This is an optimization exercise on Yosys and OpenROAD, whose aim is small area and a short achievable clock period, not a production implementation. Only simulation tests tie the RTL to the original design; equivalence was not proved. Power figures rest on the tool's default switching activity, not on a simulated workload.

[flow/constraint.sdc]
create_clock -name core_clock -period 15.5 [get_ports {clk}]
set_input_delay 3.1000 -clock core_clock [delete_from_list [all_inputs] [get_ports {clk}]]
set_output_delay 3.1000 -clock core_clock [all_outputs]
set_load 0.01 [all_outputs]
[flow/standard.sh]
#!/bin/bash
# synth_recipe.tcl (not shown) runs the flow's synth.tcl, then flattens the netlist and writes it again
# the make line also repeats each setting of config.mk as NAME=value (left out here)
make -C /OpenROAD-flow-scripts/flow DESIGN_CONFIG=/design/flow/config.mk WORK_HOME=/design/flow/orfs CLKGATE_MAP_FILE= SYNTH_SCRIPT=/design/flow/synth_recipe.tcl "${@:-finish}"
[flow/flow/run.sh]
#!/bin/bash
# Standard ORFS layout; the only change is the cell used to buffer the ports
# (a plain buf_1 instead of the delay buffer buffer_ports picks by default).
set -euo pipefail
export BUFFER_PORTS_ARGS="-buffer_cell sky130_fd_sc_hd__buf_1"
bash standard.sh > standard.log 2>&1
[flow/config.mk]
export PLATFORM = sky130hd
export DESIGN_NAME = Nbit_ALU_Register
export DESIGN_NICKNAME = Nbit_ALU_Register
export VERILOG_FILES = /design/flow/design.v
export SDC_FILE = /design/flow/constraint.sdc
export NUM_CORES = 4
export LEC_CHECK = 0
export ABC_AREA = 1
export CAP_MARGIN = 20
export CORE_MARGIN = 2
export CORE_UTILIZATION = 40
export SLEW_MARGIN = 20
[flow/design.v]
`timescale 1ns / 1ps
module FA(
    input a,b, c_in,
    output c_out, sum
    );
wire		not_a, not_b, not_c;
wire		and1_out, and2_out, and3_out, and4_out, and5_out, and6_out, and7_out;
not	   not1		(not_a, a); 
not	   not2		(not_b, b);
not	   not3		(not_c, c_in);
and		and1		(and1_out, a, not_b, not_c);
and		and2		(and2_out, not_a, b, not_c);   
and		and3		(and3_out, not_a, not_b, c_in);  
and		and4		(and4_out, a, b, c_in);
or		or1		    (sum, and1_out, and2_out, and3_out, and4_out);
and		and5		(and5_out, a, c_in);
and		and6		(and6_out, b, c_in);
and		and7		(and7_out, a, b);
or		or2		    (c_out, and5_out, and6_out, and7_out);
endmodule
`timescale 1ns / 1ps
module Nbit_ALU(r1, r2, r3, ALUop);
parameter n = 32;
input  [n-1:0] r2, r3;
input  [2:0]   ALUop;
output [n-1:0] r1;
wire arith = (ALUop == 3'b010) | (ALUop == 3'b011) | (ALUop == 3'b110);
wire sub   = ALUop[0] ^ ALUop[2];
wire cin   = arith & sub;
wire slt   = (ALUop == 3'b110);
wire [n-1:0] bb = r3 ^ {n{sub}};
wire [n-1:0] p  = r2 ^ bb;
wire [n-1:0] g  = r2 & bb & {n{arith}};
reg  [n-1:0] y;
always @* begin
    case (ALUop)
        3'b000: y = r2;
        3'b001: y = ~r2;
        3'b010: y = p;
        3'b011: y = p;
        3'b100: y = r2 | r3;
        3'b101: y = r2 & r3;
        default: y = {n{1'b0}};
    endcase
end
wire gs0_0 = g[0] | (p[0] & cin);
wire g1_1 = g[1] | (p[1] & gs0_0);
wire g1_3 = g[3] | (p[3] & g[2]);
wire p1_3 = p[3] & p[2];
wire g1_5 = g[5] | (p[5] & g[4]);
wire p1_5 = p[5] & p[4];
wire g1_7 = g[7] | (p[7] & g[6]);
wire p1_7 = p[7] & p[6];
wire g1_9 = g[9] | (p[9] & g[8]);
wire p1_9 = p[9] & p[8];
wire g1_11 = g[11] | (p[11] & g[10]);
wire p1_11 = p[11] & p[10];
wire g1_13 = g[13] | (p[13] & g[12]);
wire p1_13 = p[13] & p[12];
wire g1_15 = g[15] | (p[15] & g[14]);
wire p1_15 = p[15] & p[14];
wire g1_17 = g[17] | (p[17] & g[16]);
wire p1_17 = p[17] & p[16];
wire g1_19 = g[19] | (p[19] & g[18]);
wire p1_19 = p[19] & p[18];
wire g1_21 = g[21] | (p[21] & g[20]);
wire p1_21 = p[21] & p[20];
wire g1_23 = g[23] | (p[23] & g[22]);
wire p1_23 = p[23] & p[22];
wire g1_25 = g[25] | (p[25] & g[24]);
wire p1_25 = p[25] & p[24];
wire g1_27 = g[27] | (p[27] & g[26]);
wire p1_27 = p[27] & p[26];
wire g1_29 = g[29] | (p[29] & g[28]);
wire p1_29 = p[29] & p[28];
wire g1_31 = g[31] | (p[31] & g[30]);
wire p1_31 = p[31] & p[30];
wire g2_3 = g1_3 | (p1_3 & g1_1);
wire g2_5 = g1_5 | (p1_5 & g1_3);
wire p2_5 = p1_5 & p1_3;
wire g2_7 = g1_7 | (p1_7 & g1_5);
wire p2_7 = p1_7 & p1_5;
wire g2_9 = g1_9 | (p1_9 & g1_7);
wire p2_9 = p1_9 & p1_7;
wire g2_11 = g1_11 | (p1_11 & g1_9);
wire p2_11 = p1_11 & p1_9;
wire g2_13 = g1_13 | (p1_13 & g1_11);
wire p2_13 = p1_13 & p1_11;
wire g2_15 = g1_15 | (p1_15 & g1_13);
wire p2_15 = p1_15 & p1_13;
wire g2_17 = g1_17 | (p1_17 & g1_15);
wire p2_17 = p1_17 & p1_15;
wire g2_19 = g1_19 | (p1_19 & g1_17);
wire p2_19 = p1_19 & p1_17;
wire g2_21 = g1_21 | (p1_21 & g1_19);
wire p2_21 = p1_21 & p1_19;
wire g2_23 = g1_23 | (p1_23 & g1_21);
wire p2_23 = p1_23 & p1_21;
wire g2_25 = g1_25 | (p1_25 & g1_23);
wire p2_25 = p1_25 & p1_23;
wire g2_27 = g1_27 | (p1_27 & g1_25);
wire p2_27 = p1_27 & p1_25;
wire g2_29 = g1_29 | (p1_29 & g1_27);
wire p2_29 = p1_29 & p1_27;
wire g2_31 = g1_31 | (p1_31 & g1_29);
wire p2_31 = p1_31 & p1_29;
wire g3_5 = g2_5 | (p2_5 & g1_1);
wire g3_7 = g2_7 | (p2_7 & g2_3);
wire g3_9 = g2_9 | (p2_9 & g2_5);
wire p3_9 = p2_9 & p2_5;
wire g3_11 = g2_11 | (p2_11 & g2_7);
wire p3_11 = p2_11 & p2_7;
wire g3_13 = g2_13 | (p2_13 & g2_9);
wire p3_13 = p2_13 & p2_9;
wire g3_15 = g2_15 | (p2_15 & g2_11);
wire p3_15 = p2_15 & p2_11;
wire g3_17 = g2_17 | (p2_17 & g2_13);
wire p3_17 = p2_17 & p2_13;
wire g3_19 = g2_19 | (p2_19 & g2_15);
wire p3_19 = p2_19 & p2_15;
wire g3_21 = g2_21 | (p2_21 & g2_17);
wire p3_21 = p2_21 & p2_17;
wire g3_23 = g2_23 | (p2_23 & g2_19);
wire p3_23 = p2_23 & p2_19;
wire g3_25 = g2_25 | (p2_25 & g2_21);
wire p3_25 = p2_25 & p2_21;
wire g3_27 = g2_27 | (p2_27 & g2_23);
wire p3_27 = p2_27 & p2_23;
wire g3_29 = g2_29 | (p2_29 & g2_25);
wire p3_29 = p2_29 & p2_25;
wire g3_31 = g2_31 | (p2_31 & g2_27);
wire p3_31 = p2_31 & p2_27;
wire g4_9 = g3_9 | (p3_9 & g1_1);
wire g4_11 = g3_11 | (p3_11 & g2_3);
wire g4_13 = g3_13 | (p3_13 & g3_5);
wire g4_15 = g3_15 | (p3_15 & g3_7);
wire g4_17 = g3_17 | (p3_17 & g3_9);
wire p4_17 = p3_17 & p3_9;
wire g4_19 = g3_19 | (p3_19 & g3_11);
wire p4_19 = p3_19 & p3_11;
wire g4_21 = g3_21 | (p3_21 & g3_13);
wire p4_21 = p3_21 & p3_13;
wire g4_23 = g3_23 | (p3_23 & g3_15);
wire p4_23 = p3_23 & p3_15;
wire g4_25 = g3_25 | (p3_25 & g3_17);
wire p4_25 = p3_25 & p3_17;
wire g4_27 = g3_27 | (p3_27 & g3_19);
wire p4_27 = p3_27 & p3_19;
wire g4_29 = g3_29 | (p3_29 & g3_21);
wire p4_29 = p3_29 & p3_21;
wire g4_31 = g3_31 | (p3_31 & g3_23);
wire p4_31 = p3_31 & p3_23;
wire g5_17 = g4_17 | (p4_17 & g1_1);
wire g5_19 = g4_19 | (p4_19 & g2_3);
wire g5_21 = g4_21 | (p4_21 & g3_5);
wire g5_23 = g4_23 | (p4_23 & g3_7);
wire g5_25 = g4_25 | (p4_25 & g4_9);
wire g5_27 = g4_27 | (p4_27 & g4_11);
wire g5_29 = g4_29 | (p4_29 & g4_13);
wire g5_31 = g4_31 | (p4_31 & g4_15);
wire g6_2 = g[2] | (p[2] & g1_1);
wire g6_4 = g[4] | (p[4] & g2_3);
wire g6_6 = g[6] | (p[6] & g3_5);
wire g6_8 = g[8] | (p[8] & g3_7);
wire g6_10 = g[10] | (p[10] & g4_9);
wire g6_12 = g[12] | (p[12] & g4_11);
wire g6_14 = g[14] | (p[14] & g4_13);
wire g6_16 = g[16] | (p[16] & g4_15);
wire g6_18 = g[18] | (p[18] & g5_17);
wire g6_20 = g[20] | (p[20] & g5_19);
wire g6_22 = g[22] | (p[22] & g5_21);
wire g6_24 = g[24] | (p[24] & g5_23);
wire g6_26 = g[26] | (p[26] & g5_25);
wire g6_28 = g[28] | (p[28] & g5_27);
wire g6_30 = g[30] | (p[30] & g5_29);
wire [n:0] c;
assign c[0] = cin;
assign c[1] = gs0_0;
assign c[2] = g1_1;
assign c[3] = g6_2;
assign c[4] = g2_3;
assign c[5] = g6_4;
assign c[6] = g3_5;
assign c[7] = g6_6;
assign c[8] = g3_7;
assign c[9] = g6_8;
assign c[10] = g4_9;
assign c[11] = g6_10;
assign c[12] = g4_11;
assign c[13] = g6_12;
assign c[14] = g4_13;
assign c[15] = g6_14;
assign c[16] = g4_15;
assign c[17] = g6_16;
assign c[18] = g5_17;
assign c[19] = g6_18;
assign c[20] = g5_19;
assign c[21] = g6_20;
assign c[22] = g5_21;
assign c[23] = g6_22;
assign c[24] = g5_23;
assign c[25] = g6_24;
assign c[26] = g5_25;
assign c[27] = g6_26;
assign c[28] = g5_27;
assign c[29] = g6_28;
assign c[30] = g5_29;
assign c[31] = g6_30;
assign c[32] = g5_31;
wire [n-1:0] y1 = ~y & {n{~slt}};
assign r1[n-1:1] = c[n-1:1] & y1[n-1:1] | ~c[n-1:1] & y[n-1:1];
assign r1[0] = slt ? (p[n-1] ^ c[n-1]) : (y[0] ^ c[0]);
endmodule
`timescale 1ns / 1ps
module dff(q, d, clk);
input		d, clk;       
output reg	q;            
always @(posedge clk)
q<=d;
endmodule
`timescale 1ns / 1ps
module Nbit_Register(outo, ino, clk);
parameter n = 32;
input [n-1:0] ino;
output [n-1:0] outo;
input clk;
genvar i;
generate
for (i = 0; i < n; i = i + 1) begin: registerblk
dff Dflipflop(.q(outo[i]) , .d(ino[i]), .clk(clk) );
end
endgenerate
endmodule
`timescale 1ns / 1ps
module Nbit_ALU_Register (r2, r3, ALUop, r0, clk);
parameter n = 32;
input[n-1:0] r2, r3;
input[2:0] ALUop;
input clk;
output [n-1:0] r0;
wire[n-1:0] r1;
Nbit_ALU #(n) alu1 (.r1(r1), .r2(r2), .r3(r3), .ALUop(ALUop) );
Nbit_Register #(n) reg1 (.outo(r0), .ino(r1), .clk(clk) );
endmodule
==> summary.txt <==
## cells by family (layout without fill, tap and decap cells)
family | Yosys count | count (layout)
and+or+nand+nor | 246 | 246
AOI/OAI and AO/OA | 157 | 157
buffers and inverters | 100 | 159
xor gates and xnor gates | 32 | 32
DFF | 32 | 32
adders and majority gates | 31 | 31
muxes | 1 | 1
## layout make-up
cell class,instances,area share
timing repair buffer,107,0.100
inverter,44,0.0384
multi-input combinational,467,0.652
sequential,32,0.149
clock buffer,8,0.0210
tap,133,0.0387
## final timing paths
kind	startpoint	endpoint	slack, ns	cells past startpoint
worst min-delay path	r2[22]	reg1.registerblk[22].Dflipflop.q	3.23	3
worst max-delay path	ALUop[2]	reg1.registerblk[21].Dflipflop.q	9.73	20
## cells in the final DEF (no fill, tap or decap), types with 7 or more instances in the layout
cell / count
o21ai_2: 10
o21ai_1: 12
ha_1: 31
buf_4: 8
nand3_1: 36
o21bai_1: 7
nand2_2: 8
nor2_1: 39
buf_1: 99
xor2_1: 32
o2111ai_1: 46
o21ai_0: 34
a21oi_1: 22
nand2_1: 147
dfxtp_1: 32
inv_1: 42
## stage by stage
| step | setup slack [ns] | total power, mW |
|---|---|---|
| 2_1_floorplan | 10.23 | 0.239 |
| 3_3_place_gp | 9.52 | 0.264 |
| 3_5_place_dp | 9.46 | 0.267 |
| 4_1_cts | 9.76 | 0.342 |
| 5_1_grt | 9.48 | 0.367 |
| 6_report | 9.73 | 0.340 |
## power by group through the flow
stage               Combinational, mW  Clock (mW)  Sequential, mW
finish                          0.163      0.0730           0.104
floorplan                       0.134           0           0.105
global route                    0.184      0.0776           0.106
detailed placement              0.162           0           0.106
CTS                             0.163      0.0756           0.104
global placement                0.159           0           0.106
## critical path: stages
cell     delay, ns
buf_1         0.07
buf_4         0.30
nor2_1        0.12
nor2_4        0.11
buf_4         0.47
xor2_1        0.15
ha_1          0.32
o21ai_1       0.06
nand2_1       0.09
nand2_1       0.05
nand2_1       0.09
nand2_1       0.08
o21ai_2       0.28
nand3_2       0.10
nand2_2       0.13
nand2_1       0.06
nand2_1       0.15
nand2_1       0.09
nand3_1       0.08
nand2_1       0.06
## routing by layer
metal / track usage / part of all wire / wire (um)
met1: 0.302 / 0.45 / 5610
met2: 0.408 / 0.46 / 5700
met3: 0.0437 / 0.066 / 811
met4: 0.0719 / 0.019 / 238
met5: 0 / 0 / 0
==> results.json <==
{
  "status": "timing/DRC/antenna clean",
  "p_clk_frac": 0.215,
  "hold_class": "input pin to flop",
  "leakagePower_nw": 1.81,
  "grt_pass1_wl_mm": 19.7,
  "synth_flop_cell": "dfxtp_1",
  "cts_made_buffers": 5,
  "setup_viol": 0,
  "clkTransAtPathRegs_ns": 0.08,
  "antenna_found_initial": 0,
  "ys_ff_latch": 32,
  "dr.pass1.iters": 5,
  "fin_crit_ns": 5.77,
  "gp_congestion": 0.959,
  "synth_xor_area_frac": 0.0710,
  "peakVddDrop_uv": 38.6,
  "synth.distinct_cells": 38,
  "fillers": 1048,
  "syn-num-nets": 698,
  "hold_viol": 0,
  "post-route-cell-area_sq_um": 4300,
  "die_y_um": 103,
  "post_cts_resize_count": 0,
  "power_switching_uw": 147,
  "synth-adder-area-share": 0.0983,
  "ys_seq_area_frac": 0.162,
  "final_layout_size_suffix_gt1_frac": 0.0714,
  "cp_data_required_time_ns": 15.70,
  "viasPerCell": 5.51,
  "async_flop_share": 0,
  "post-cts-setup-buffers": 0,
  "multi_input_area_sq_um": 2800,
  "drt-initial-drc-count": 185,
  "start_kind": "input pin",
  "drv_cap": 0,
  "synth_most_common_cell": "nand2_1",
  "worstPathArrival_ns": 5.96,
  "io_buffers": 99,
  "synthCells": 599,
  "tightestPinTransition_ns": 1.03,
  "h-tree-depth": 2,
  "dp_hpwl_mm": 8.93,
  "synth_top_family_by_area": "compound AO/OA/AOI/OAI gates",
  "diodes": 0,
  "dpl_cell_area_sq_um": 4210,
  "avgSynthCellArea_sq_um": 6.59,
  "path_max_fanout": 33,
  "track_usage": 0.237,
  "antenna_left": 0,
  "p_per_area_nw_per_um2": 79.1,
  "holdWs_ns": 3.23,
  "die_area_sq_um": 10700,
  "slew_headroom": 0.308,
  "synth_commonest_cells": "147 x nand2_1, 46 x o2111ai_1, 42 x inv_1, 42 x nor2_1, 36 x nand3_1",
  "power.internal_uw": 193,
  "fin_crit_sh": 0.372,
  "largest_register": "reg1.registerblk.Dflipflop.q",
  "floorplan.rows": 36,
  "seq_area_sq_um": 641,
  "routed-via-count": 4358,
  "pwr-share-seq": 0.306,
  "maxSlewViolCount": 0,
  "io_pins": 100,
  "numPlacedInstances": 783,
  "wirelength_mm": 12.4,
  "synthMuxAreaShare": 0.00285,
  "cp-end-kind": "flop",
  "ctsHoldBuffers": 0,
  "synth_compound_area_frac": 0.273,
  "post_drt_wl_per_cell_um": 15.6,
  "swShare": 0.431,
  "nNetsFinal": 756,
  "rsz0062_at_grt": "false",
  "criticalPathCategory": "input pin to flop",
  "drc": 0,
  "yosys.area.top_type": "dfxtp_1",
  "synth.top_cells.by_area": "dfxtp_1 16%, nand2_1 14%, o2111ai_1 10%, ha_1 9.8%, xor2_1 7.1%",
  "grt_overflow": 0,
  "tritoncts": "built",
  "core-area_sq_um": 9680,
  "yosys.area_share.simple": 0.262,
  "cts_sinks": 32,
  "dieWidth_um": 103,
  "synth_enable_flop_cells": 0,
  "synth_top_cell_area_share": 0.162,
  "fmax_ghz": 0.173,
  "start_util": 0.407,
  "instances_no_fill": 791,
  "yosysWarnings": 2,
  "syn_area_sq_um": 3950,
  "syn2layout_area_growth_pct": 8.88,
  "combPwrFrac": 0.480,
  "grt_max_degree": 34,
  "root_buffer": "clkbuf_8",
  "grt_pass1_vias": 4049,
  "clock_path_buffers": 2,
  "finish.utilization": 0.444,
  "largest_reg_flops": 32,
  "reg.largest.list": "reg1.registerblk.Dflipflop.q: 32 flops",
  "setup_tns_ns": 0
}

==> re-timing with driven ports <==
In the flow no input, the clock included, has a driving cell. The finished layout below was timed again as built, in two steps. Step 1, drivers: a clkbuf_16 drives clk and a buf_2 each remaining input, both assumed. Step 2 times the ports against the registers' clock, not the clock port: input delays grow and output delays shrink by t, the midpoint of the rising clock arrivals with the driver on. Slacks: ideal / step 1 / step 2; pairs: ideal / step 1.
t (ns): 0.336
slack for setup (ns): 9.733 / 9.745 / 9.409
worst register clock-pin slew, ns: 0.08 / 0.08
After both steps this run still meets setup and hold. The setup slack of this run moves by +0.012 ns with the drivers and by -0.324 ns with both steps.
